Source: an optimization exercise on an open RTL-to-GDS flow (aim: small area). Production flows keep margins and buffers that such runs may drop. For this run, only the layout was checked, not whether the RTL still works. Power figures rest on the tool's default switching activity, not on a simulated workload.

$ cat config.mk
export PLATFORM = sky130hd
export DESIGN_NAME = hart
export DESIGN_NICKNAME = hart
export VERILOG_FILES = /design/flow/design.v
export SDC_FILE = /design/flow/constraint.sdc
export NUM_CORES = 4
export LEC_CHECK = 0
export CAP_MARGIN = 20
export CORE_MARGIN = 2
export CORE_UTILIZATION = 40
export SLEW_MARGIN = 20
$ cat constraint.sdc
create_clock -name core_clock -period 11.0 [get_ports {i_clk}]
set_input_delay 2.2000 -clock core_clock [delete_from_list [all_inputs] [get_ports {i_clk}]]
set_output_delay 2.2000 -clock core_clock [all_outputs]
set_load 0.01 [all_outputs]
$ cat design.v
`default_nettype none
module Control (
    input wire [6:0] i_opcode,
    output wire jal,   
    output wire jalr,   
    output wire branch,   
    output wire MemRead,
    output wire MemWrite,
    output wire ALUsrc2,
    output wire ALUsrc1,
    output wire RegWrite,
    output wire [1:0] Data_sel,
    output wire [2:0] ALUOp
);
  localparam R_type = 7'b0110011;
  localparam I_type = 7'b0010011;
  localparam Load = 7'b0000011;
  localparam S_type = 7'b0100011;
  localparam B_type = 7'b1100011;
  localparam LUI = 7'b0110111;   
  localparam auipc = 7'b0010111;   
  localparam Jump = 7'b1101111;   
  localparam JumpR = 7'b1100111;   
  assign jal = (i_opcode == Jump);   
  assign jalr = (i_opcode == JumpR);   
  assign branch = (i_opcode == B_type);   
  assign MemRead = (i_opcode == Load);   
  assign MemWrite = (i_opcode == S_type);   
  assign ALUsrc1 = (i_opcode == auipc);   
  assign ALUsrc2 = (i_opcode == I_type) || (i_opcode == Load) || (i_opcode == S_type) || (i_opcode==auipc);
  assign RegWrite = (i_opcode == R_type) ||   
      (i_opcode == I_type) ||   
      (i_opcode == Load) ||   
      (i_opcode == Jump) ||   
      (i_opcode == JumpR)  ||   
      (i_opcode == LUI) || (i_opcode == auipc);
  assign ALUOp    =    (i_opcode == R_type) ? 3'b000 : 
                     (i_opcode == I_type) ? 3'b001 : 
                     (i_opcode == Load)   ? 3'b111 :  
      (i_opcode == S_type) ? 3'b010 :
                     (i_opcode == B_type) ? 3'b011 :
                     (i_opcode == LUI)    ? 3'b100 :  
      (i_opcode == auipc) ? 3'b100 :   
      (i_opcode == Jump)   ? 3'b101 : 
                     (i_opcode == JumpR)  ? 3'b001 : 3'b000;   
  assign Data_sel    = (i_opcode == R_type) ? 2'b10 : 
                     (i_opcode == I_type) ? 2'b10 : 
                     (i_opcode == Load)   ? 2'b11 : 
                     (i_opcode == auipc)  ? 2'b10 :
                     (i_opcode == LUI)    ? 2'b01 :
                     (i_opcode == Jump)   ? 2'b00 : 
                     (i_opcode == JumpR)  ? 2'b00 : 2'b10;
endmodule
`default_nettype wire
`default_nettype none
module imm_format(
    input wire [6:0] opcode,
    output wire [5:0] i_format
);
localparam R_type = 7'b0110011;
localparam I_type = 7'b0010011;
localparam Load   = 7'b0000011; 
localparam S_type = 7'b0100011; 
localparam B_type = 7'b1100011; 
localparam LUI    = 7'b0110111;  
localparam auipc  = 7'b0010111;  
localparam Jump   = 7'b1101111;  
localparam JumpR  = 7'b1100111;  
    assign i_format = (opcode == R_type) ? 6'b000001 :  
                      (opcode == Load || opcode == I_type || opcode == JumpR) ? 6'b000010 :  
                      (opcode ==  S_type) ? 6'b000100 :  
                      (opcode ==  B_type) ? 6'b001000 :  
                      (opcode == LUI || opcode == auipc) ? 6'b010000 :  
                      (opcode == Jump) ? 6'b100000 :  
                      6'b000001;  
endmodule
`default_nettype wire
`default_nettype none
module imm (
    input  wire [31:0] i_inst,
    input  wire [ 5:0] i_format,
    output wire [31:0] o_immediate
);
    assign o_immediate = i_format[1] ? {{20{i_inst[31]}}, i_inst[31:20]} :  
                         i_format[2] ? {{20{i_inst[31]}}, i_inst[31:25], i_inst[11:7]} :  
                         i_format[3] ? {{20{i_inst[31]}}, i_inst[7], i_inst[30:25], i_inst[11:8], 1'b0} :  
                         i_format[4] ? {i_inst[31:12], 12'b0} :  
                                       {{12{i_inst[31]}}, i_inst[19:12], i_inst[20], i_inst[30:21], 1'b0};  
endmodule
`default_nettype wire
`default_nettype none
module ID (
    input wire rst,            
    input wire clk,            
    input wire [31:0] i_instruct,  
    input wire [31:0] i_currentPC,  
    input wire [31:0] i_regData1, 
    input wire [31:0] i_regData2, 
    output wire o_jal,
    output wire o_jalr,     
    output wire o_branch,   
    output wire o_MemRead,  
    output wire [1:0] o_Data_sel,  
    output wire o_MemWrite,        
    output wire [31:0] o_op1,        
    output wire [31:0] o_op2,       
    output wire [2:0] o_ALUop,     
    output wire [31:0] o_imm,      
    output wire [31:0] o_Rdata2,  
    output wire o_RegWrite,       
    output wire [3:0] func,
    output wire [2:0] func3
);
    wire ALUmux1; 
    wire ALUmux2;
    wire [5:0] OneHotDecode; 
  Control decoder(
      .i_opcode(i_instruct[6:0]),
      .jal(o_jal),
      .jalr(o_jalr),
      .branch(o_branch),
      .MemRead(o_MemRead),
      .MemWrite(o_MemWrite),
      .ALUsrc1(ALUmux1),
      .ALUsrc2(ALUmux2),
      .RegWrite(o_RegWrite),
      .Data_sel(o_Data_sel),
      .ALUOp(o_ALUop)
  );
 imm_format OneHot(
   .opcode(i_instruct[6:0]),
   .i_format(OneHotDecode)     
);
   imm imm_gen(
      .i_inst(i_instruct),       
      .i_format(OneHotDecode),   
      .o_immediate(o_imm)        
  ); 
  assign func3 = {i_instruct[14:12]}; 
  assign func = {i_instruct[30], i_instruct[14:12] }; 
  assign o_Rdata2 = i_regData2; 
  assign o_op1 = (ALUmux1)? i_currentPC : i_regData1;  
  assign o_op2 = (ALUmux2)? o_imm : i_regData2;
endmodule
`default_nettype wire
`default_nettype none
module IF(
  input wire IF_EN,
  input wire i_clk,            
  input wire i_rst,            
  input wire [31:0] i_NextPC,       
  output reg [31:0] o_PC,           
  output wire [31:0] o_inc_pc   
);
always @(posedge i_clk) begin
    if (i_rst) begin
        o_PC <= 32'h00000000;   
    end else if (IF_EN) begin
        o_PC <= i_NextPC;       
    end else begin
        o_PC <= o_PC;            
    end
end
  assign o_inc_pc = o_PC + 32'd4;
endmodule
`default_nettype wire
`default_nettype none
module rf #(
    parameter BYPASS_EN = 1
) (
    input  wire        i_clk,
    input  wire        i_rst,
    input  wire [ 4:0] i_rs1_raddr,
    output wire [31:0] o_rs1_rdata,
    input  wire [ 4:0] i_rs2_raddr,
    output wire [31:0] o_rs2_rdata,
    input  wire        i_rd_wen,
    input  wire [ 4:0] i_rd_waddr,
    input  wire [31:0] i_rd_wdata
);
  reg [31:0] mem[31:0];   
  integer i;   
  always @(posedge i_clk) begin
    if (i_rst) begin   
      for (i = 0; i < 32; i = i + 1) begin
        mem[i] <= 32'd0;
      end
    end else if (i_rd_wen && (i_rd_waddr != 5'd0)) begin   
      mem[i_rd_waddr] <= i_rd_wdata;
    end
  end
  assign o_rs1_rdata = (BYPASS_EN && i_rd_wen && (i_rd_waddr == i_rs1_raddr) && (i_rd_waddr != 5'd0)) ? i_rd_wdata : mem[i_rs1_raddr];  
  assign o_rs2_rdata = (BYPASS_EN && i_rd_wen && (i_rd_waddr == i_rs2_raddr) && (i_rd_waddr != 5'd0)) ? i_rd_wdata : mem[i_rs2_raddr];  
endmodule
`default_nettype wire
module hazard (
    input wire [4:0] IF_ID_RS1,
    input wire [4:0] IF_ID_RS2,
    input wire valid_inst, 
    input wire [4:0] ID_EX_WriteReg,
    input wire ID_EX_RegWrite,
    input wire [4:0] EX_MEM_WriteReg,
    input wire EX_MEM_RegWrite,
    output wire PC_En,
    output wire IF_ID_En,
    output wire Mux_sel
);
 wire hazard;
assign hazard = valid_inst && (
                   (ID_EX_RegWrite && (ID_EX_WriteReg != 5'd0) &&
                        ((ID_EX_WriteReg == IF_ID_RS1) || (ID_EX_WriteReg == IF_ID_RS2))) ||
                   (EX_MEM_RegWrite && (EX_MEM_WriteReg != 5'd0) &&
                        ((EX_MEM_WriteReg == IF_ID_RS1) || (EX_MEM_WriteReg == IF_ID_RS2)))
                 );
  assign PC_En = (~hazard);
  assign IF_ID_En = (~hazard);
  assign Mux_sel = (hazard);
endmodule
`default_nettype none
module alu_control (
    input wire [3:0] instruction_bits,
    input wire [2:0] alu_op,
    output wire o_unsigned,
    output wire o_sub,
    output wire o_arith,
    output wire [2:0] o_opsel
);
  wire [2:0] sbuj_type;   
  wire [2:0] func3;
  assign func3 = instruction_bits[2:0];   
  assign o_arith = instruction_bits[3] && (alu_op == 3'b000 || alu_op == 3'b001);
  assign o_unsigned = (alu_op == 3'b000 && func3 == 3'b011) || 
                      (alu_op == 3'b001 && func3 == 3'b011) ||
                      (alu_op == 3'b011 && func3 == 3'b110) ||
                      (alu_op == 3'b011 && func3 == 3'b111);
  assign o_sub = instruction_bits[3] && (alu_op == 3'b000);
  assign sbuj_type = 3'b000;
  assign o_opsel =(alu_op==3'b111)?3'b000:((alu_op == 3'b000 || alu_op == 3'b001) ? func3 : sbuj_type);
endmodule
`default_nettype wire
`default_nettype none
module alu (
    input  wire [ 2:0] i_opsel,
    input  wire        i_sub,
    input  wire        i_unsigned,
    input  wire        i_arith,
    input  wire [31:0] i_op1,
    input  wire [31:0] i_op2,
    output wire [31:0] o_result,
    output wire        o_eq,
    output wire        o_slt
);
  assign o_eq = (i_op1 == i_op2);
  wire signed [31:0] signed_op1 = i_op1;
  wire signed [31:0] signed_op2 = i_op2;
  wire slt_signed = (signed_op1 < signed_op2);
  wire slt_unsigned = (i_op1 < i_op2);
  assign o_slt = i_unsigned ? slt_unsigned : slt_signed;
  wire [31:0] op2_mux = i_sub ? ~i_op2 + 1 : i_op2;
  wire [31:0] add_sub_result = i_op1 + op2_mux;
  wire [31:0] and_result = i_op1 & i_op2;
  wire [31:0] or_result = i_op1 | i_op2;
  wire [31:0] xor_result = i_op1 ^ i_op2;
  wire [31:0] shift_result;
  wire shift_left;
  assign shift_left = (i_opsel == 3'b001) ? 1'b1 : 1'b0;
  barrel_shifter shifter (
      .i_value(i_op1),
      .i_shift_amt(i_op2[4:0]),
      .i_left(shift_left),
      .i_arith(i_arith),
      .o_result(shift_result)
  );
  wire is_shift;
  assign is_shift = (i_opsel == 3'b001) | (i_opsel == 3'b101);
  assign o_result = (i_opsel == 3'b000) ? add_sub_result :   
      (i_opsel == 3'b111) ? and_result :   
      (i_opsel == 3'b110) ? or_result :   
      (i_opsel == 3'b100) ? xor_result :   
      (is_shift) ? shift_result :   
      {{31'b0}, o_slt};   
endmodule
module barrel_shifter (
    input wire [31:0] i_value,
    input wire [4:0] i_shift_amt,
    input wire i_left,
    input wire i_arith,
    output wire [31:0] o_result
);
  wire [31:0] stage[4:0];
  assign stage[0] = i_shift_amt[0] ? (i_left ? {i_value[30:0], 1'b0} :   
      (i_arith ? {i_value[31], i_value[31:1]} :   
      {1'b0, i_value[31:1]}))   
      : i_value;
  assign stage[1] = i_shift_amt[1] ? (i_left ? {stage[0][29:0], 2'b0} :   
      (i_arith) ? {{2{stage[0][31]}}, stage[0][31:2]} :   
      {2'b0, stage[0][31:2]}) :   
      stage[0];
  assign stage[2] = i_shift_amt[2] ? (i_left ? {stage[1][27:0], 4'b0} :   
      (i_arith ? {{4{stage[1][31]}}, stage[1][31:4]} :   
      {4'b0, stage[1][31:4]})) :   
      stage[1];
  assign stage[3] = i_shift_amt[3] ? (i_left ? {stage[2][23:0], 8'b0} :   
      (i_arith ? {{8{stage[2][31]}}, stage[2][31:8]} :   
      {8'b0, stage[2][31:8]})) :   
      stage[2];
  assign stage[4] = i_shift_amt[4] ? (i_left ? {stage[3][15:0], 16'b0} :   
      (i_arith ? {{16{stage[3][31]}}, stage[3][31:16]} :   
      {16'b0, stage[3][31:16]})) :   
      stage[3];
  assign o_result = stage[4];
endmodule
`default_nettype wire
`default_nettype none
module branch (
    input wire [2:0] func3,
    input wire jal,
    input wire jalr,
    input wire branch,
    input wire eq,
    input wire slt,
    output wire [1:0] out
);
  assign out=
    (jal)?(2'b11):
    (jalr)?(2'b01):  
    (branch & func3==3'b000)? (eq?  2'b11: 2'b00):
    (branch & func3==3'b001)? (~eq ? 2'b11: 2'b00):
    (branch & func3==3'b100)? (slt ? 2'b11: 2'b00):
    (branch & func3==3'b101)? ((~slt || eq) ? 2'b11:2'b00):
    (branch & func3==3'b110)? (slt ? 2'b11 : 2'b00) :
    (branch & func3==3'b111)? ((~slt||eq) ? 2'b11:2'b00):
    2'b00;
endmodule
`default_nettype wire
`default_nettype none
module EX (
    input wire[31:0] i_pc,     
    input wire [2:0] func3,   
    input wire i_jal,   
    input wire i_jalr,   
    input wire i_branch,   
    input wire [2:0] i_ALUOp,   
    input wire [31:0] i_op1,   
    input wire [31:0] i_op2,   
    input wire[31:0] i_imm, 
    input wire [3:0] func,   
    output wire [31:0] o_result,   
    output wire [1:0] o_PC_Select,   
    output wire [31:0] o_inc_pc   
);
  wire o_sub;
  wire o_unsigned;
  wire o_arith;
  wire [2:0] o_opsel;
  wire o_eq;   
  wire o_slt;   
  alu_control ALU_cntrl (
      .instruction_bits(func),
      .alu_op(i_ALUOp),
      .o_sub(o_sub),
      .o_unsigned(o_unsigned),
      .o_arith(o_arith),
      .o_opsel(o_opsel)
  );
  alu ALU (
      .i_opsel(o_opsel),
      .i_sub(o_sub),
      .i_unsigned(o_unsigned),
      .i_arith(o_arith),
      .i_op1(i_op1),
      .i_op2(i_op2),
      .o_result(o_result),
      .o_eq(o_eq),
      .o_slt(o_slt)
  );
  branch BRANCH (
      .func3(func3),
      .jal(i_jal),
      .jalr(i_jalr),
      .branch(i_branch),
      .eq(o_eq),
      .slt(o_slt),
      .out(o_PC_Select)
  );
  assign o_inc_pc = i_pc + i_imm; 
endmodule
`default_nettype wire
`default_nettype none
module S_extend(
  input wire [3:0] i_mask,         
  input wire i_unsign,
  input wire [3:0] i_old_mask,
  input wire i_old_unsign,
  input wire [31:0] i_Rs2Data,    
  output wire[31:0] o_Memdata,    
  input wire [31:0] i_WB,
  output wire [31:0] o_regData
);
assign o_Memdata = (i_mask == 4'b1111)?  i_Rs2Data :
                   (i_mask == 4'b1100)? { i_Rs2Data[15:0] , 16'h0}:
                   (i_mask == 4'b0011)? { {16{i_Rs2Data[15]}} ,i_Rs2Data[15:0] }:
                   (i_mask == 4'b0001)? { {24{i_Rs2Data[7]}} ,i_Rs2Data[7:0]  }:
                   (i_mask == 4'b0010)? { {16{i_Rs2Data[7]}} ,i_Rs2Data[7:0] , 8'h0 }:
                   (i_mask == 4'b0100)? { {8{i_Rs2Data[7]}} ,i_Rs2Data[7:0] , 16'h0 }:
                   (i_mask == 4'b1000)? { i_Rs2Data[7:0], 24'h0 }:
                   i_Rs2Data; 
assign o_regData = (i_old_mask ==  4'b1111) ? i_WB : 
                   ((i_old_mask == 4'b0011)  &  i_old_unsign)  ? { 16'h0 ,i_WB[15:0] }:
                   ((i_old_mask == 4'b0011)  & ~i_old_unsign)  ? { {16{i_WB[15]}} , i_WB[15:0] } :
                   (i_old_mask  == 4'b1100   & i_old_unsign)   ? {  16'h0,i_WB[31:16] }:
                   (i_old_mask  == 4'b1100   & ~i_old_unsign)  ? {  {16{i_WB[15]}},i_WB[31:16] }:
                   ((i_old_mask == 4'b0001)  & ~i_old_unsign ) ? { {24{i_WB[7]}} ,i_WB[7:0]} : 
                   ((i_old_mask == 4'b0001)  & i_old_unsign)   ? { 24'h0, i_WB[7:0]} :
                   ((i_old_mask == 4'b0010)  & ~i_old_unsign)  ? { {16{i_WB[7]}} ,i_WB[7:0], 8'h0 }: 
                   ((i_old_mask == 4'b0010)  & i_old_unsign)   ? { 16'h0 ,i_WB[7:0], 8'h0 }:
                   ((i_old_mask == 4'b0100)  & ~i_old_unsign)  ? { {8{i_WB[7]}} ,i_WB[7:0], 16'h0 }:
                   ((i_old_mask == 4'b0100)  & i_old_unsign)   ? { 8'h0 ,i_WB[7:0], 16'h0 }:
                   (i_old_mask ==  4'b1000)                ? {i_WB[7:0], 24'h0} 
                    :i_WB; 
endmodule
`default_nettype wire
module mask_gen (
    input wire [31:0] address,
    input wire [2:0] func3,
    input wire [6:0] opcode,
    output wire [31:0] aligned_address,
    output wire o_unsigned,
    output wire [3:0] mask
);
  wire[1:0] lsb;
  assign lsb = address[1:0];
  assign aligned_address = {address[31:2], 2'b0};
  assign mask = (opcode==7'b0000011 || opcode==7'b0100011)?((func3 == 3'b000 || func3 == 3'b100) ?   
      (lsb == 2'b00 ? 4'b0001 :
         lsb == 2'b01 ? 4'b0010 :
         lsb == 2'b10 ? 4'b0100 :
                        4'b1000 ) :
    (func3 == 3'b001 || func3 == 3'b101) ?   
      (lsb[1] == 1'b1 ? 4'b1100 : 4'b0011) : 4'b1111) : 4'b1111;   
  assign o_unsigned = (func3 == 3'b100 || func3 == 3'b101);
endmodule
`default_nettype none
module WB(
  input wire[31:0] i_MemData,   
  input wire[31:0] i_AluRslt,    
  input wire[31:0] i_imm,         
  input wire[31:0] i_PC4,        
  input wire [1:0] i_MUXsel,     
  output wire [31:0] o_dataSel  
  );
  assign o_dataSel = 
   (i_MUXsel == 2'b00) ? i_PC4 
  :(i_MUXsel == 2'b01) ? i_imm
  :(i_MUXsel == 2'b10) ? i_AluRslt : i_MemData;
endmodule
`default_nettype wire
`default_nettype none
module hart #(
    parameter RESET_ADDR = 32'h00000000
) (
    input  wire        i_clk,
    input  wire        i_rst,
    output wire [31:0] o_imem_raddr,
    input  wire [31:0] i_imem_rdata,
    output wire [31:0] o_dmem_addr,
    output wire        o_dmem_ren,
    output wire        o_dmem_wen,
    output wire [31:0] o_dmem_wdata,
    output wire [ 3:0] o_dmem_mask,
    input  wire [31:0] i_dmem_rdata,
    output wire        o_retire_valid,
    output wire [31:0] o_retire_inst,
    output wire        o_retire_trap,
    output wire        o_retire_halt,
    output wire [ 4:0] o_retire_rs1_raddr,
    output wire [ 4:0] o_retire_rs2_raddr,
    output wire [31:0] o_retire_rs1_rdata,
    output wire [31:0] o_retire_rs2_rdata,
    output wire [ 4:0] o_retire_rd_waddr,
    output wire [31:0] o_retire_rd_wdata,
    output wire [31:0] o_retire_dmem_addr,
    output wire [ 3:0] o_retire_dmem_mask,
    output wire        o_retire_dmem_ren,
    output wire        o_retire_dmem_wen,
    output wire [31:0] o_retire_dmem_rdata,
    output wire [31:0] o_retire_dmem_wdata,
    output wire [31:0] o_retire_pc,
    output wire [31:0] o_retire_next_pc
);
  wire [31:0] JB_PC;
  wire [31:0] current_PC;   
  wire [31:0] next_PC;   
  wire [31:0] PC_plus4;   
  wire        jal_C;   
  wire        jalr_C;   
  wire        branch_C;   
  wire        MemRead_C;   
  wire        MemWrite_C;   
  wire [ 1:0] Data_sel_C;   
  wire [ 2:0] ALUop_C;   
  wire [31:0] ALU_operand1;   
  wire [31:0] ALU_operand2;   
  wire [31:0] immediate_val;   
  wire [31:0] Mem_WD;   
  wire [ 2:0] func3_val;   
  wire [ 3:0] func_val;   
  wire [31:0] ALU_result;   
  wire [ 1:0] PC_MUX_SEL;   
  wire [31:0] PC_offset;   
  wire [31:0] MEM_DATA;   
  wire [31:0] WB_DATA;   
  wire IF_ID_En;  
  reg reg2_regWrite;
  reg [31:0] reg3_curr_instruct;
  assign next_PC = (PC_MUX_SEL[0]) ? JB_PC : PC_plus4;
  wire[31:0] current_PC_w;
  IF fetch_inst (
      .IF_EN(IF_ID_En),
      .i_clk   (i_clk),    
      .i_rst   (i_rst),    
      .i_NextPC(next_PC),  
      .o_PC(current_PC_w),             
      .o_inc_pc(PC_plus4)   
  );
  assign current_PC=(IF_ID_En)?(current_PC_w):(current_PC_w-32'd4);
  assign o_imem_raddr = current_PC;   
  reg[31:0] PC_plus4_flop;
  reg rst_reg;
  always@(posedge i_clk)begin
    if(i_rst)
      rst_reg<=1'b1;
    else
      rst_reg<=1'b0;
  end
reg [31:0] flopped_current_PC;
  always @(posedge i_clk) begin
    if (i_rst || rst_reg)begin
      flopped_current_PC      <= 32'd0;
    PC_plus4_flop<=32'd0;
  end
  else if (IF_ID_En)begin
      flopped_current_PC      <= current_PC;
    PC_plus4_flop<=PC_plus4;
  end
  else begin
      flopped_current_PC      <= flopped_current_PC; 
      PC_plus4_flop<=PC_plus4_flop;
    end
  end
  reg [31:0] reg0_PC_plus4;
  reg [31:0] reg0_current_PC;
  reg [31:0] reg0_curr_instruct;
  reg reg0_retire_valid; 
  always @(posedge i_clk) begin
    if (i_rst || rst_reg) begin
      reg0_PC_plus4      <= 32'd0;
      reg0_current_PC    <= 32'd0;
      reg0_curr_instruct <= 32'd0;
      reg0_retire_valid  <= 1'd0; 
    end else if (IF_ID_En) begin
      reg0_PC_plus4      <= PC_plus4_flop;
      reg0_current_PC    <= flopped_current_PC;
      reg0_curr_instruct <= i_imem_rdata;
      reg0_retire_valid  <= 1'd1;
    end else begin 
      reg0_PC_plus4      <= reg0_PC_plus4;
      reg0_current_PC    <= reg0_current_PC;
      reg0_curr_instruct <= reg0_curr_instruct;
      reg0_retire_valid  <= reg0_retire_valid; 
    end
  end
  wire [4:0] IF_ID_RS1;
  wire [4:0] IF_ID_RS2;
  wire [4:0] ID_EX_WriteReg;
  wire ID_EX_RegWrite;
  wire [4:0] EX_MEM_WriteReg;
  wire EX_MEM_RegWrite;
  reg reg0_regWrite;
  reg [31:0] reg1_curr_instruct;
  reg [31:0] reg2_curr_instruct;
  reg reg1_regWrite; 
  wire PC_En;
  wire Mux_sel;
  hazard haz (
      .IF_ID_RS1(reg0_curr_instruct[19:15]),
      .IF_ID_RS2(reg0_curr_instruct[24:20]),
      .ID_EX_RegWrite(reg0_regWrite),
      .EX_MEM_RegWrite(reg1_regWrite), 
      .ID_EX_WriteReg(reg1_curr_instruct[11:7]),
      .EX_MEM_WriteReg(reg2_curr_instruct[11:7]),
      .valid_inst(reg0_retire_valid),
      .PC_En(PC_En),
      .IF_ID_En(IF_ID_En),
      .Mux_sel(Mux_sel)
  );
  wire [31:0] regData1;
  wire [31:0] regData2;
  wire regWrite;
  ID decode_I (
      .rst        (i_rst),                
      .clk        (i_clk),                
      .i_instruct (reg0_curr_instruct),   
      .i_currentPC(reg0_current_PC),      
      .o_RegWrite (regWrite),
      .i_regData1 (regData1),
      .i_regData2 (regData2),
      .o_jal     (jal_C),           
      .o_jalr    (jalr_C),          
      .o_branch  (branch_C),        
      .o_MemRead (MemRead_C),       
      .o_Data_sel(Data_sel_C),      
      .o_MemWrite(MemWrite_C),      
      .o_op1     (ALU_operand1),    
      .o_op2     (ALU_operand2),    
      .o_ALUop   (ALUop_C),         
      .o_imm     (immediate_val),   
      .o_Rdata2  (Mem_WD),          
      .func      (func_val),        
      .func3     (func3_val)        
  );
  wire [4:0] rf_writeAddress;
  assign rf_writeAddress = (reg2_regWrite) ? reg3_curr_instruct[11:7] : 5'b00000;
  wire [31:0] WriteDataReg;
  rf rf (
      .i_clk(i_clk),
      .i_rst(i_rst),
      .i_rs1_raddr(reg0_curr_instruct[19:15]),
      .i_rs2_raddr(reg0_curr_instruct[24:20]),
      .o_rs1_rdata(regData1),
      .o_rs2_rdata(regData2),
      .i_rd_waddr(rf_writeAddress),
      .i_rd_wen  (reg2_regWrite),
      .i_rd_wdata(WriteDataReg)
  );
  reg [31:0] reg1_PC_plus4;
  reg [31:0] reg1_current_PC;
  reg [31:0] reg0_immediate_val;
  reg [2:0] reg0_func3_val;
  reg reg0_jal_C;
  reg reg0_jalr_C;
  reg reg0_branch_C;
  reg reg0_MemRead_C;
  reg [1:0] reg0_Data_sel_C;
  reg reg0_MemWrite_C;
  reg [31:0] reg0_ALU_operand1;
  reg [31:0] reg0_ALU_operand2;
  reg [31:0] reg0_Mem_WD;
  reg [2:0] reg0_ALUop_C;
  reg [3:0] reg0_func_val;
  reg [6:0] reg0_OP;
  reg reg1_retire_valid; 
reg [31:0] reg0_regData1;
reg [31:0] reg0_regData2;
  always @(posedge i_clk) begin
    if (i_rst || Mux_sel) begin
      reg1_current_PC    <= 32'd0;
      reg1_PC_plus4      <= 32'd0;
      reg0_immediate_val <= 32'd0;
      reg0_func3_val     <= 3'd0;
      reg0_jal_C         <= 1'd0;
      reg0_jalr_C        <= 1'd0;
      reg0_branch_C      <= 1'd0;
      reg0_regWrite      <= 1'd0;
      reg0_MemRead_C     <= 1'd0; 
      reg0_Data_sel_C    <= 2'd0; 
      reg0_MemWrite_C    <= 1'd0;
      reg0_ALU_operand1  <= 32'd0;
      reg0_ALU_operand2  <= 32'd0;
      reg0_Mem_WD        <= 32'd0;
      reg0_ALUop_C       <= 3'd0;
      reg0_func_val      <= 4'd0;
      reg0_OP            <= 7'd0;
      reg1_curr_instruct <= 32'd0;
      reg1_retire_valid  <= 1'd0;
      reg0_regData1      <= 32'd0;
      reg0_regData2      <=32'd0;
    end else begin
      reg1_current_PC    <= reg0_current_PC;
      reg1_PC_plus4      <= reg0_PC_plus4;
      reg0_immediate_val <= immediate_val;
      reg0_func3_val     <= func3_val;
      reg0_jal_C         <= jal_C;
      reg0_jalr_C        <= jalr_C;
      reg0_branch_C      <= branch_C;
      reg0_regWrite      <= regWrite;
      reg0_MemRead_C     <= MemRead_C;
      reg0_Data_sel_C    <= Data_sel_C;
      reg0_MemWrite_C    <= MemWrite_C;
      reg0_ALU_operand1  <= ALU_operand1;
      reg0_ALU_operand2  <= ALU_operand2;
      reg0_Mem_WD        <= Mem_WD;
      reg0_ALUop_C       <= ALUop_C;
      reg0_func_val      <= func_val;
      reg0_OP            <= reg0_curr_instruct[6:0];
      reg1_curr_instruct <= reg0_curr_instruct; 
      reg1_retire_valid  <= reg0_retire_valid;
      reg0_regData1      <= regData1;
      reg0_regData2      <= regData2;      
    end 
 end
  EX execute_I (
      .i_pc(reg1_current_PC),       
      .func3(reg0_func3_val),   
      .i_jal(reg0_jal_C),   
      .i_jalr(reg0_jalr_C),   
      .i_branch(reg0_branch_C),   
      .i_ALUOp(reg0_ALUop_C),   
      .i_op1(reg0_ALU_operand1),   
      .i_op2(reg0_ALU_operand2),   
      .i_imm(reg0_immediate_val),         
      .func(reg0_func_val),   
      .o_result(ALU_result),   
      .o_PC_Select(PC_MUX_SEL),      
      .o_inc_pc(PC_offset)           
  );
assign JB_PC = (PC_MUX_SEL[1]) ? PC_offset :  ALU_result;
wire byte_hw_unsigned;
wire [3:0] mask;
wire [31:0] WriteDataMem;
reg [3:0]  reg1_mask;
reg reg1_byte_hw_unsigned;
S_extend dataEXT(
  .i_mask(mask),         
  .i_unsign(byte_hw_unsigned),
  .i_old_mask(reg1_mask),
  .i_old_unsign(reg1_byte_hw_unsigned), 
  .i_Rs2Data(Mem_WD),                  
  .o_Memdata(WriteDataMem),            
  .i_WB(WB_DATA),
  .o_regData(WriteDataReg)
);
wire [31:0] aligned_address;
  mask_gen mask_gen (
      .address(ALU_result),
      .func3(reg0_func3_val),
      .aligned_address(aligned_address),
      .o_unsigned(byte_hw_unsigned),
      .mask(mask),
      .opcode(reg0_OP)
  );
  reg [31:0] reg2_PC_plus4;
  reg [31:0] reg0_alu_result;
  reg [31:0] reg0_aligned_address; 
  reg [3:0] reg0_mask;
  reg reg0_byte_hw_unsigned;
  reg [31:0] reg0_ALU_result;
  reg [31:0] reg1_immediate_val; 
  reg reg1_MemRead_C;
  reg [1:0] reg1_Data_sel_C; 
  reg reg1_MemWrite_C; 
  reg [31:0] reg0_WriteDataMem; 
  reg reg2_retire_valid;
  reg [31:0] reg2_current_PC;
  reg [31:0] reg1_regData1;
  reg [31:0] reg1_regData2;
  always @(posedge i_clk) begin
    if (i_rst) begin
      reg2_PC_plus4 <= 32'b0;
      reg0_aligned_address <= 32'b0;
      reg0_mask <= 4'b0;
      reg0_byte_hw_unsigned <= 1'b0;
      reg0_ALU_result <= 32'b0;
      reg1_immediate_val <= 32'd0;
      reg1_regWrite <= 1'd0;
      reg1_MemRead_C <= 1'd0;
      reg1_Data_sel_C <= 2'd0;
      reg1_MemWrite_C <= 1'd0;
      reg0_WriteDataMem <= 32'd0;
      reg2_curr_instruct <= 32'd0;
      reg2_retire_valid  <= 1'd0;
      reg2_current_PC    <= 32'd0;
      reg1_regData2     <= 32'd0;
      reg1_regData1     <= 32'd0;   
    end else begin
      reg2_PC_plus4 <= reg1_PC_plus4;
      reg0_aligned_address <= aligned_address;
      reg0_mask <= mask;
      reg0_byte_hw_unsigned <= byte_hw_unsigned;
      reg0_ALU_result <= ALU_result;
      reg1_immediate_val <= reg0_immediate_val;
      reg1_regWrite <= reg0_regWrite;
      reg1_MemRead_C <= reg0_MemRead_C;
      reg1_Data_sel_C <= reg0_Data_sel_C;
      reg1_MemWrite_C <= reg0_MemWrite_C;
      reg0_WriteDataMem <= WriteDataMem;
      reg2_curr_instruct <= reg1_curr_instruct;
      reg2_retire_valid  <= reg1_retire_valid;
      reg2_current_PC    <= reg1_current_PC;
      reg1_regData2     <= reg0_regData2;
      reg1_regData1     <= reg0_regData1;       
    end
  end
  assign o_dmem_addr = reg0_aligned_address;   
  assign o_dmem_ren  = reg1_MemRead_C;    
  assign o_dmem_wen  = reg1_MemWrite_C;   
  assign o_dmem_wdata = reg0_WriteDataMem;      
  assign MEM_DATA = i_dmem_rdata;     
reg [1:0]  reg2_Data_sel_C;
reg [31:0] reg0_MEM_DATA;
reg [31:0] reg1_ALU_result;
reg [31:0] reg2_immediate_val;
reg [31:0] reg3_PC_plus4; 
reg reg3_retire_valid;
reg [31:0] reg3_current_PC;
reg [31:0] reg1_aligned_address;
reg reg2_MemRead_C;
reg reg2_MemWrite_C;
reg [31:0] reg1_WriteDataMem;
reg [31:0] reg2_regData1;
reg [31:0] reg2_regData2;
always @(posedge i_clk) begin
    if (i_rst)begin
      reg2_regWrite         <= 1'd0;
      reg2_Data_sel_C       <= 2'd0;
      reg0_MEM_DATA         <= 32'd0; 
      reg1_ALU_result       <= 32'd0;
      reg2_immediate_val    <= 32'd0;
      reg3_PC_plus4         <= 32'd0;
      reg1_mask             <= 4'd0;
      reg1_byte_hw_unsigned <= 1'd0;
      reg3_curr_instruct    <= 32'd0; 
      reg3_retire_valid     <= 1'd0;
      reg3_current_PC       <= 32'd0;  
      reg1_aligned_address  <= 32'd0;
      reg2_MemRead_C        <= 1'd0; 
      reg2_MemWrite_C       <= 1'd0;
      reg1_WriteDataMem     <= 32'd0;
      reg2_regData1         <= 32'd0;
      reg2_regData2         <= 32'd0;   
    end else begin
      reg2_regWrite         <= reg1_regWrite;
      reg2_Data_sel_C       <= reg1_Data_sel_C; 
      reg0_MEM_DATA         <= MEM_DATA;
      reg1_ALU_result       <= reg0_ALU_result;
      reg2_immediate_val    <= reg1_immediate_val; 
      reg3_PC_plus4         <= reg2_PC_plus4;
      reg1_mask             <= reg0_mask;
      reg1_byte_hw_unsigned <= reg0_byte_hw_unsigned;
      reg3_curr_instruct    <= reg2_curr_instruct; 
      reg3_retire_valid     <= reg2_retire_valid;
      reg3_current_PC       <= reg2_current_PC;
      reg1_aligned_address  <= reg0_aligned_address;
      reg2_MemRead_C        <= reg1_MemRead_C;
      reg2_MemWrite_C       <= reg1_MemWrite_C;
      reg1_WriteDataMem     <= reg0_WriteDataMem; 
      reg2_regData1         <= reg1_regData1;
      reg2_regData2         <= reg1_regData2;
    end 
 end
  WB writeback (
      .i_MemData(MEM_DATA),   
      .i_AluRslt(reg1_ALU_result),   
      .i_imm(reg2_immediate_val),   
      .i_PC4(reg3_PC_plus4),   
      .i_MUXsel(reg2_Data_sel_C),   
      .o_dataSel(WB_DATA)         
  );
  assign o_dmem_mask = reg0_mask;  
  assign o_retire_valid = reg3_retire_valid &  ~i_rst;  
  assign o_retire_inst = reg3_curr_instruct;
  assign o_retire_trap = 1'b0;   
  assign o_retire_halt = (reg3_curr_instruct == 32'h00100073);   
  assign o_retire_rs1_raddr = reg3_curr_instruct[19:15];
  assign o_retire_rs2_raddr = reg3_curr_instruct[24:20];
  assign o_retire_rd_waddr = rf_writeAddress;
  assign o_retire_rs1_rdata = reg2_regData1;
  assign o_retire_rs2_rdata = reg2_regData2;
  assign o_retire_rd_wdata = WriteDataReg;
  assign o_retire_pc = reg3_current_PC;
  assign o_retire_next_pc = next_PC;
  assign o_retire_dmem_addr = reg1_aligned_address; 
  assign o_retire_dmem_ren = reg2_MemRead_C;
  assign o_retire_dmem_wen = reg2_MemWrite_C;
  assign o_retire_dmem_mask = reg1_mask; 
  assign o_retire_dmem_wdata = reg1_WriteDataMem; 
  assign o_retire_dmem_rdata = MEM_DATA; 
endmodule
`default_nettype wire
$ cat run.sh
#!/bin/bash
# synth_recipe.tcl (not shown) runs the flow's synth.tcl, then flattens the netlist and writes it again
# the make line also repeats each setting of config.mk as NAME=value (left out here)
make -C /OpenROAD-flow-scripts/flow DESIGN_CONFIG=/design/flow/config.mk WORK_HOME=/design/flow/orfs CLKGATE_MAP_FILE= SYNTH_SCRIPT=/design/flow/synth_recipe.tcl finish
==> flow_summary.json <==
{
  "status": "complete, no violations",
  "postCtsSetupRepairBufs": 0,
  "slew_headroom_pct": 12.3,
  "area_growth_pct": 15.4,
  "synth_top_family_by_area": "multiplexers",
  "drive_above_1_share_pct": 16.2,
  "clock_skew_ps": 116,
  "synth-xor-area-share_pct": 1.43,
  "synthMuxAreaShare_pct": 16.6,
  "grt_overflow": 0,
  "antenna_found_initial": 42,
  "powerDensity_nw_per_um2": 165,
  "io_pins": 480,
  "start_kind": "flip-flop",
  "ff2ff_path_depth": 20,
  "vias": 76168,
  "dpl-instance-area_um2": 105000,
  "die_y_um": 498,
  "fin_nets": 8925,
  "regMostFlops": "rf.mem",
  "cp.arrival_ps": 7900,
  "cp_data_required_time_ps": 8800,
  "ir_worst_vdd_mv": 0.166,
  "avgSynthCellArea_um2": 11.4,
  "tightestPinTransition_ps": 1320,
  "clock_latency_ps": 950,
  "r2r_setup_slack_ps": 4730,
  "grt_max_degree": 166,
  "utilization_pct": 46.4,
  "max_stage_delay_ps": 680,
  "cts_tree": "built",
  "dr.pass1.iters": 9,
  "r2r-start": "reg0_ALU_operand2[4]",
  "drt_iter0_drc": 10729,
  "worst-setup-path-type": "reg2out",
  "post-route-period-util_pct": 91.8,
  "drc": 0,
  "async_flop_share_pct": 0,
  "synth-simple-area-share_pct": 14.9,
  "wirelength_mm": 424,
  "die-area_um2": 248000,
  "p_sw_mw": 5.22,
  "fp.dieW_um": 498,
  "finalHoldViolCount": 0,
  "fin_ws_ps": 904,
  "path_cells": "buf_4, nor4_1, nand2_1, nor3_1, nor3b_1, nand2_1, o31ai_1, xnor2_1, ha_1, and3_1, a221oi_1, a21oi_1, o311a_1, o31a_1, o21ai_0, xor2_1, o21ai_0, o31ai_1, o21ai_0, clkdlybuf4s50_1",
  "dp_hpwl_mm": 280,
  "r2r-end": "fetch_inst.o_PC[30]",
  "crit_slowest_cell": "clkdlybuf4s50_1",
  "hold_class": "reg2reg",
  "yosys_warnings": 4,
  "num_rows": 181,
  "switching_share_pct": 28.1,
  "fin_crit_ps": 10100,
  "ant_nets": 0,
  "max_freq_mhz": 99.1,
  "cts_sinks": 2017,
  "dp_cells": 11684,
  "synth-seq-cells": 2017,
  "place_congestion": 1.03,
  "fin_cells": 12120,
  "clkTransAtPathRegs_ps": 60,
  "grt_pass1_wl_mm": 581,
  "port_buffers": 474,
  "endpoint": "o_retire_next_pc[28]",
  "p_int_mw": 13.3,
  "grt_setup_unrepaired": "no",
  "ctsResizeCount": 0,
  "setup_viol": 0,
  "grt_usage_pct": 33.3,
  "synthAdderAreaFrac_pct": 2.09,
  "synthDistinctLibCells": 104,
  "synth_edf_count": 1024,
  "power.share.clock_pct": 40.4,
  "crit_top_cell": "o21ai_0",
  "nFillCells": 22066,
  "cts_buffers": 212,
  "p_leak_nw": 40.1,
  "startpoint": "reg0_ALU_operand2[4]",
  "ctsHtreeMaxLevel": 4,
  "synth_compound_area_share_pct": 8.63,
  "cap_violations": 0,
  "finalInstanceArea_um2": 113000,
  "clockBufferDepth": 3,
  "routedWlPerCell_um": 34.9,
  "viasPerCell": 6.28,
  "finalSetupTns_ps": 0,
  "p_seq_share_pct": 45.2,
  "ctsHoldBuffers": 0,
  "largest_register_ffs": 1024,
  "grt_pass1_vias": 72723,
  "core_area_um2": 243000,
  "start_util_pct": 40.2,
  "ys.flop_type": "edfxtp_1",
  "cp-end-kind": "primary output",
  "root_buffer": "clkbuf_16",
  "p_comb_share_pct": 14.4,
  "dpl_worst_slack_ps": 2130,
  "synth_cells": 8571,
  "netlist_area_um2": 97600,
  "path_max_fanout": 12,
  "finalMaxSlewViolations": 0,
  "seq_area_frac_synth_pct": 51.9
}
[worst min-delay path by stage]
stage | from | to | slack [ps] | cells after the start
6_report | reg1_Data_sel_C[0] | reg2_Data_sel_C[0] | 380 | 1
2_1_floorplan | reg0_ALU_result[0] | reg1_ALU_result[0] | 410 | 1
4_1_cts | reg0_regData2[16] | reg1_regData2[16] | 400 | 1
3_3_place_gp | reg0_regData2[2] | reg1_regData2[2] | 420 | 1
5_1_grt | reg0_regData2[16] | reg1_regData2[16] | 400 | 1
3_5_place_dp | reg1_regData2[5] | reg2_regData2[5] | 420 | 1
[final cells by class]
class / instances / area (um^2) / area share [%]
clock inverters: 122 / 1460 / 1.29
inverters: 157 / 594 / 0.527
flip-flops and latches: 2017 / 50700 / 45.0
well taps: 3202 / 4010 / 3.56
clock buffers: 278 / 5810 / 5.16
repair buffers: 725 / 6700 / 5.95
diodes: 35 / 87.6 / 0.0777
multi-input cells: 5584 / 43300 / 38.5
[synth_stat cells, types with 18 or more instances]
cell type / number / area share (%)
ha_1: 160 / 2.1
nor2_1: 1458 / 5.6
nor3_1: 91 / 0.47
and2_1: 54 / 0.35
xnor2_1: 88 / 0.79
o31ai_1: 38 / 0.29
dfxtp_1: 993 / 20
nand2b_1: 29 / 0.19
a31oi_1: 59 / 0.38
o21ai_1: 23 / 0.12
a221oi_1: 24 / 0.22
a21o_1: 28 / 0.22
o21ai_0: 210 / 1.1
nand3_1: 129 / 0.66
mux4_2: 679 / 16
a22oi_1: 37 / 0.28
nor4_1: 46 / 0.29
and3_1: 134 / 0.86
xor2_1: 71 / 0.64
a211oi_1: 68 / 0.52
buf_2: 92 / 0.47
clkbuf_1: 559 / 2.1
o21a_1: 29 / 0.22
o22a_1: 18 / 0.16
a311oi_1: 25 / 0.22
mux2i_1: 71 / 0.73
inv_1: 154 / 0.59
a21oi_1: 448 / 2.3
nand2_1: 597 / 2.3
o211ai_1: 36 / 0.28
nor2b_1: 500 / 3.2
buf_4: 122 / 0.94
a211o_1: 20 / 0.18
o22ai_1: 21 / 0.13
buf_1: 74 / 0.28
mux2_2: 21 / 0.24
nand4_1: 27 / 0.17
a221o_1: 20 / 0.21
or3_1: 23 / 0.15
edfxtp_1: 1024 / 32
[critical path, delay by kind of cell (launching register included)]
family,cells,cell delay [ps]
AO/OA/AOI/OAI,9,3030
XOR/XNOR,2,310
adder cells (fa/ha/maj),1,330
buffers and inverters,2,860
flip-flops,1,300
AND/OR/NAND/NOR,6,2090
[cell families after synthesis]
family,count (synthesis)
other,1
DFF,2017
muxes,771
and+or+nand+nor,3161
xor gates and xnor gates,159
adders and majority gates,162
buffers and inverters,1006
AOI/OAI and AO/OA,1294
[metal layers]
layer | wire length (um) | share of wire [%] | GRT usage (%)
met1 | 153000 | 36 | 40.8
met2 | 190000 | 45 | 51.4
met3 | 45600 | 11 | 8.83
met5 | 212 | 0.050 | 0
met4 | 35000 | 8.3 | 22.9
[stage by stage]
| step | hold slack, ps | total power [mW] |
|---|---|---|
| global placement | 416 | 11.1 |
| finish | 381 | 18.6 |
| floorplan | 414 | 9.88 |
| CTS | 395 | 18.5 |
| detailed placement | 420 | 11.1 |
| global route | 400 | 19.0 |
[cell usage in the layout, fill, tap and decap left out, types with 25 or more instances in the layout]
cell             instances
a211oi_1                68
a21o_1                  28
a21oi_1                433
a311oi_1                25
a31oi_1                 59
and2_1                  54
and3_1                 134
buf_4                  246
clkbuf_1                41
clkbuf_16              213
clkdlybuf4s50_1        473
clkinv_1                30
clkinv_2                33
conb_1                  37
dfxtp_1                978
diode_2                 35
edfxtp_1              1024
ha_1                   160
inv_1                  153
mux2i_1                 69
mux4_2                 679
nand2_1                564
nand2b_1                29
nand3_1                128
nand4_1                 27
nor2_1                1454
nor2b_1                499
nor3_1                  89
nor4_1                  46
o211ai_1                36
o21a_1                  29
o21ai_0                203
o31ai_1                 37
xnor2_1                 88
xor2_1                  71
[power by group through the flow]
| stage | sequential, mW | combinational [mW] | clock (mW) |
|---|---|---|---|
| after floorplan | 8.44 | 1.44 | 0 |
| after global routing | 8.40 | 2.74 | 7.86 |
| after global placement | 8.52 | 2.58 | 0 |
| after CTS | 8.38 | 2.59 | 7.56 |
| final | 8.38 | 2.67 | 7.51 |
| after detailed placement | 8.54 | 2.57 | 0 |

[port drivers added, routing unchanged]
No port has a modelled driver above. Below, the same layout with a new extraction and two added sets of constraints. Step 1 sets driving cells, clkbuf_16 on the clock port and buf_2 on the other inputs (assumed; they add their load-dependent delay and slew). Step 2, shift: input delay + t, output delay - t, t = (earliest + latest rising clock arrival at the registers) / 2. This alone moves slack from input paths to output paths. Slacks: no drivers / after step 1 / after step 2; pairs: no drivers / after step 1.
t, ns: 0.983
setup WS [ns]: 0.904 / 0.813 / 1.796
worst setup path at the end: register to output
After both steps this run still meets setup and hold. The setup slack of this run moves by -0.091 ns with the drivers and by +0.892 ns with both steps.
